This is an optimization exercise on Yosys and OpenROAD, whose aim is small area, not a production implementation. Function was checked by simulation only, so behaviour that the tests miss may differ from the original. No activity file was given, so power comes from the tool's default toggle rates.

==> flow/design.v <==
`timescale 1ns/1ps
module rv_idex (
    input   wire           clk,
    input   wire           rst,
    input   wire    [31:0] if_id_ir,
    input   wire    [31:0] mem_wb_ir,
    input   wire    [31:0] mem_wb_out,
    output  reg     [31:0] ex_mem_ir,
    output  reg     [31:0] ex_mem_alu_out,
    output  reg     [31:0] ex_mem_rs2
);
    reg  [31:0] id_ex_ir;
    reg  [31:0] a, b;
    reg         id_ex_is_r, id_ex_sub;
    reg  [31:1] rf_valid;
    reg  [31:0] rf [1:31];
    wire [4:0] rs1 = if_id_ir[19:15];
    wire [4:0] rs2 = if_id_ir[24:20];
    wire [4:0] rd  = mem_wb_ir[11:7];
    reg  [31:0] sel_a, sel_b;
    reg  [31:0] rf_z [0:31];
    integer r;
    always @(*) begin
        sel_a = 32'b0;
        sel_b = 32'b0;
        for (r = 1; r < 32; r = r + 1) begin
            sel_a[r] = rf_valid[r] && rs1 == r;
            sel_b[r] = rf_valid[r] && rs2 == r;
        end
        rf_z[0] = 32'b0;
        for (r = 1; r < 32; r = r + 1) rf_z[r] = rf[r];
    end
    wire [10:0] na [0:31];
    wire [10:0] nb [0:31];
    genvar gj, gg;
    generate
        for (gj = 0; gj < 32; gj = gj + 1) begin : rbit
            for (gg = 0; gg < 10; gg = gg + 1) begin : rgrp
                rv_aoi3 ua (.d({rf_z[3*gg+3][gj], rf_z[3*gg+2][gj], rf_z[3*gg+1][gj]}),
                            .s({sel_a[3*gg+3], sel_a[3*gg+2], sel_a[3*gg+1]}),
                            .y(na[gj][gg]));
                rv_aoi3 ub (.d({rf_z[3*gg+3][gj], rf_z[3*gg+2][gj], rf_z[3*gg+1][gj]}),
                            .s({sel_b[3*gg+3], sel_b[3*gg+2], sel_b[3*gg+1]}),
                            .y(nb[gj][gg]));
            end
            assign na[gj][10] = ~(rf_z[31][gj] & sel_a[31]);
            assign nb[gj][10] = ~(rf_z[31][gj] & sel_b[31]);
        end
    endgenerate
    reg [31:0] rd_a, rd_b;
    always @(*)
        for (r = 0; r < 32; r = r + 1) begin
            rd_a[r] = ~&na[r];
            rd_b[r] = ~&nb[r];
        end
    always @(posedge clk or negedge rst) begin
        if (!rst) begin
            id_ex_ir       <= 32'b0;
            b              <= 32'b0;
            ex_mem_ir      <= 32'b0;
            ex_mem_alu_out <= 32'b0;
            ex_mem_rs2     <= 32'b0;
            rf_valid       <= 31'b0;
        end else begin
            id_ex_ir       <= if_id_ir;
            b              <= rd_b;
            ex_mem_ir      <= id_ex_ir;
            ex_mem_alu_out <= alu_out;
            ex_mem_rs2     <= b;
            if (rd != 5'd0)
                rf_valid[rd] <= 1'b1;
        end
    end
    wire [6:0] if_op  = if_id_ir[6:0];
    wire [2:0] if_f3  = if_id_ir[14:12];
    wire       if_is_r = if_op == 7'b0110011;
    wire       if_sub  = (if_op == 7'b0110011 || if_op == 7'b0010011) &&
                         ((if_is_r && if_id_ir[30] && if_f3 == 3'b000) || if_f3[2:1] == 2'b01);
    always @(posedge clk) begin
        a          <= rd_a;
        id_ex_is_r <= if_is_r;
        id_ex_sub  <= if_sub;
    end
    always @(posedge clk) begin
        for (r = 1; r < 32; r = r + 1)
            if (rd == r) rf[r] <= mem_wb_out;
    end
    wire [31:0] ir     = id_ex_ir;
    wire [6:0]  opcode = ir[6:0];
    wire [2:0]  f3     = ir[14:12];
    wire        b30    = ir[30];
    wire        is_r   = opcode == 7'b0110011;
    wire        is_i   = opcode == 7'b0010011;
    wire        is_l   = opcode == 7'b0000011;
    wire [31:0] imm  = {{20{ir[31]}}, ir[31:20]};
    wire [31:0] opb  = id_ex_is_r ? b : imm;
    wire        sub  = id_ex_sub;
    wire [31:0] bx   = opb ^ {32{sub}};
    wire [31:0] p = a ^ bx;
    wire [31:0] g = a & bx;
    reg  [31:0] G, P;
    integer l, i;
    always @(*) begin
        G = g;
        P = p;
        G[0] = g[0] | (p[0] & sub);
        for (l = 1; l < 32; l = l * 2)
            for (i = 2 * l - 1; i < 32; i = i + 2 * l) begin
                G[i] = G[i] | (P[i] & G[i-l]);
                P[i] = P[i] & P[i-l];
            end
        for (l = 8; l >= 1; l = l / 2)
            for (i = 3 * l - 1; i < 32; i = i + 2 * l) begin
                G[i] = G[i] | (P[i] & G[i-l]);
                P[i] = P[i] & P[i-l];
            end
    end
    wire [31:0] sum  = p ^ {G[30:0], sub};
    wire        ltu  = ~G[31];
    wire        lts  = (a[31] ^ opb[31]) ? a[31] : sum[31];
    wire [4:0]  shamt = opb[4:0];
    wire        left  = ~f3[2];
    reg  [31:0] a_rev, sh_rev;
    integer k;
    always @(*) for (k = 0; k < 32; k = k + 1) a_rev[k] = a[31-k];
    wire [31:0] sh_in = left ? a_rev : a;
    wire        fill  = b30 & a[31] & ~left;
    wire signed [32:0] sh_ext = {fill, sh_in};
    wire [32:0] sh_full = sh_ext >>> shamt;
    wire [31:0] sh    = sh_full[31:0];
    always @(*) for (k = 0; k < 32; k = k + 1) sh_rev[k] = sh[31-k];
    wire valid_op = is_l | is_i | (is_r & (~b30 | f3 == 3'b000 | f3 == 3'b101));
    wire op       = valid_op & ~is_l;
    wire s_add    = is_l | (op & f3 == 3'b000);
    wire s_sll    = op & f3 == 3'b001;
    wire s_slt    = op & f3 == 3'b010;
    wire s_sltu   = op & f3 == 3'b011;
    wire s_xor    = op & f3 == 3'b100;
    wire s_srl    = op & f3 == 3'b101;
    wire s_or     = op & f3 == 3'b110;
    wire s_and    = op & f3 == 3'b111;
    wire s_p = s_xor | s_or;
    wire s_g = s_or | s_and;
    wire [31:0] alu_out = (sum    & {32{s_add}})
                        | (sh_rev & {32{s_sll}})
                        | (sh     & {32{s_srl}})
                        | (p      & {32{s_p}})
                        | (g      & {32{s_g}})
                        | {31'b0, (lts & s_slt) | (ltu & s_sltu)};
endmodule  
module rv_aoi3 (
    input  wire [2:0] d,
    input  wire [2:0] s,
    output wire       y
);
    assign y = ~|(d & s);
endmodule
export LEC_CHECK = 0
export CAP_MARGIN = 20
export CORE_MARGIN = 2
export CORE_UTILIZATION = 70
export SLEW_MARGIN = 20
export SYNTH_HIERARCHICAL = 1
export SYNTH_MINIMUM_KEEP_SIZE = 0
create_clock -name core_clock -period 6.0 [get_ports {clk}]
standard.sh (not shown) runs the stock make flow with config.mk's settings and CLKGATE_MAP_FILE= SYNTH_SCRIPT=/design/flow/synth_recipe.tcl, a recipe that flattens the netlist after the stock synthesis.
==> flow/flow/run.sh <==
#!/bin/bash
# The standard layout (standard.sh), with these changes:
#  - ABC maps the logic with an area-oriented script (flow/abc_area.script)
#    in place of ORFS's speed script; everything else in synthesis, the
#    flip-flop mapping included, is the standard synthesis;
#  - ports are buffered with sky130_fd_sc_hd__buf_1;
#  - CTS clusters up to 25 sinks within 80 um and inserts no dummy loads.
# Each tool's output goes to ORFS's per-step logs under orfs/logs; make's own
# output goes to standard_area.log.
set -euo pipefail
here=$(pwd)
sed "s|log_cmd abc {\*}\$abc_args|set abc_args [lreplace \$abc_args 1 1 $here/flow/abc_area.script]\n  log_cmd abc {*}\$abc_args|" \
    "$FLOW_HOME/scripts/synth.tcl" > synth_area.tcl
grep -q "flow/abc_area.script" synth_area.tcl
sed "s|\$::env(SCRIPTS_DIR)/synth.tcl|$here/synth_area.tcl|" synth_recipe.tcl > synth_recipe_area.tcl
grep -q "synth_area.tcl" synth_recipe_area.tcl
sed "s|SYNTH_SCRIPT=[^ ]*|SYNTH_SCRIPT=$here/synth_recipe_area.tcl|" standard.sh > standard_area.sh
grep -q "synth_recipe_area.tcl" standard_area.sh
bash standard_area.sh \
    "BUFFER_PORTS_ARGS=-buffer_cell sky130_fd_sc_hd__buf_1" \
    "CTS_ARGS=-sink_clustering_enable -repair_clock_nets -sink_clustering_size 25 -sink_clustering_max_diameter 80 -dont_use_dummy_load" \
    finish > standard_area.log 2>&1
==> flow/flow/abc_area.script <==
&get -n
&st
&dch
&nf -R 1000
&st
&syn2
&if -g -K 6
&synch2
&nf -R 1000
&st
&dch
&nf -R 1000
&put
The starting point produced a clean layout.
Edit:
--- a/flow/flow/run.sh
+++ b/flow/flow/run.sh
@@ -7 +7,2 @@
-#  - CTS clusters up to 25 sinks within 80 um and inserts no dummy loads.
+#  - CTS uses clkbuf_8, clusters up to 16 sinks within 60 um and inserts no
+#    dummy loads.
@@ -21 +22 @@
-    "CTS_ARGS=-sink_clustering_enable -repair_clock_nets -sink_clustering_size 25 -sink_clustering_max_diameter 80 -dont_use_dummy_load" \
+    "CTS_ARGS=-sink_clustering_enable -repair_clock_nets -sink_clustering_size 16 -sink_clustering_max_diameter 60 -dont_use_dummy_load -buf_list sky130_fd_sc_hd__clkbuf_8" \
CORE_UTILIZATION = 55   (was 70)
What happened:
- The changed run finished clean
- routed wire length is higher by a few percent
- clock-buffer cell count is higher by 43
- combinational power is about the same
- cell area is higher slightly
- clock power is lower slightly
- cell count is higher by a few percent
- non-clock buffer count is higher by 7
- total power hardly moves
- first-iteration DRC count is lower by a quarter to a third
- critical path depth is unchanged
- area after synthesis is unchanged

afterwards: timing with drivers on the ports:
The flow's constraints put no driver on any port. The routed layouts listed below were extracted and timed again, unchanged, in two steps.
Step 1 sets driving cells, clkbuf_16 on the clock port and buf_2 on the other inputs (assumed; they add their load-dependent delay and slew).
Step 2 adds t to the input delays and takes it off the output delays; t is the mean of the earliest and latest rising clock arrival at the registers after step 1. Input paths then give back, and output paths get back, about the clock's delay inside the block.
a / b / c = ideal ports / drivers / drivers and shift; a / b = the first two.
| run | shift t [ns] | slack for setup (ns) | clock arrival spread, ns | worst data-port slew with drivers (ns) | cell pins on the clock port's net |
|---|---|---|---|---|---|
| the first run | 0.722 | 0.402 / 0.402 / 0.402 | 0.125 / 0.125 | 0.15 | 1 |
| the second run | 0.834 | 0.448 / 0.448 / 0.448 | 0.110 / 0.110 | 0.09 | 1 |
After both steps every run listed still meets setup and hold.
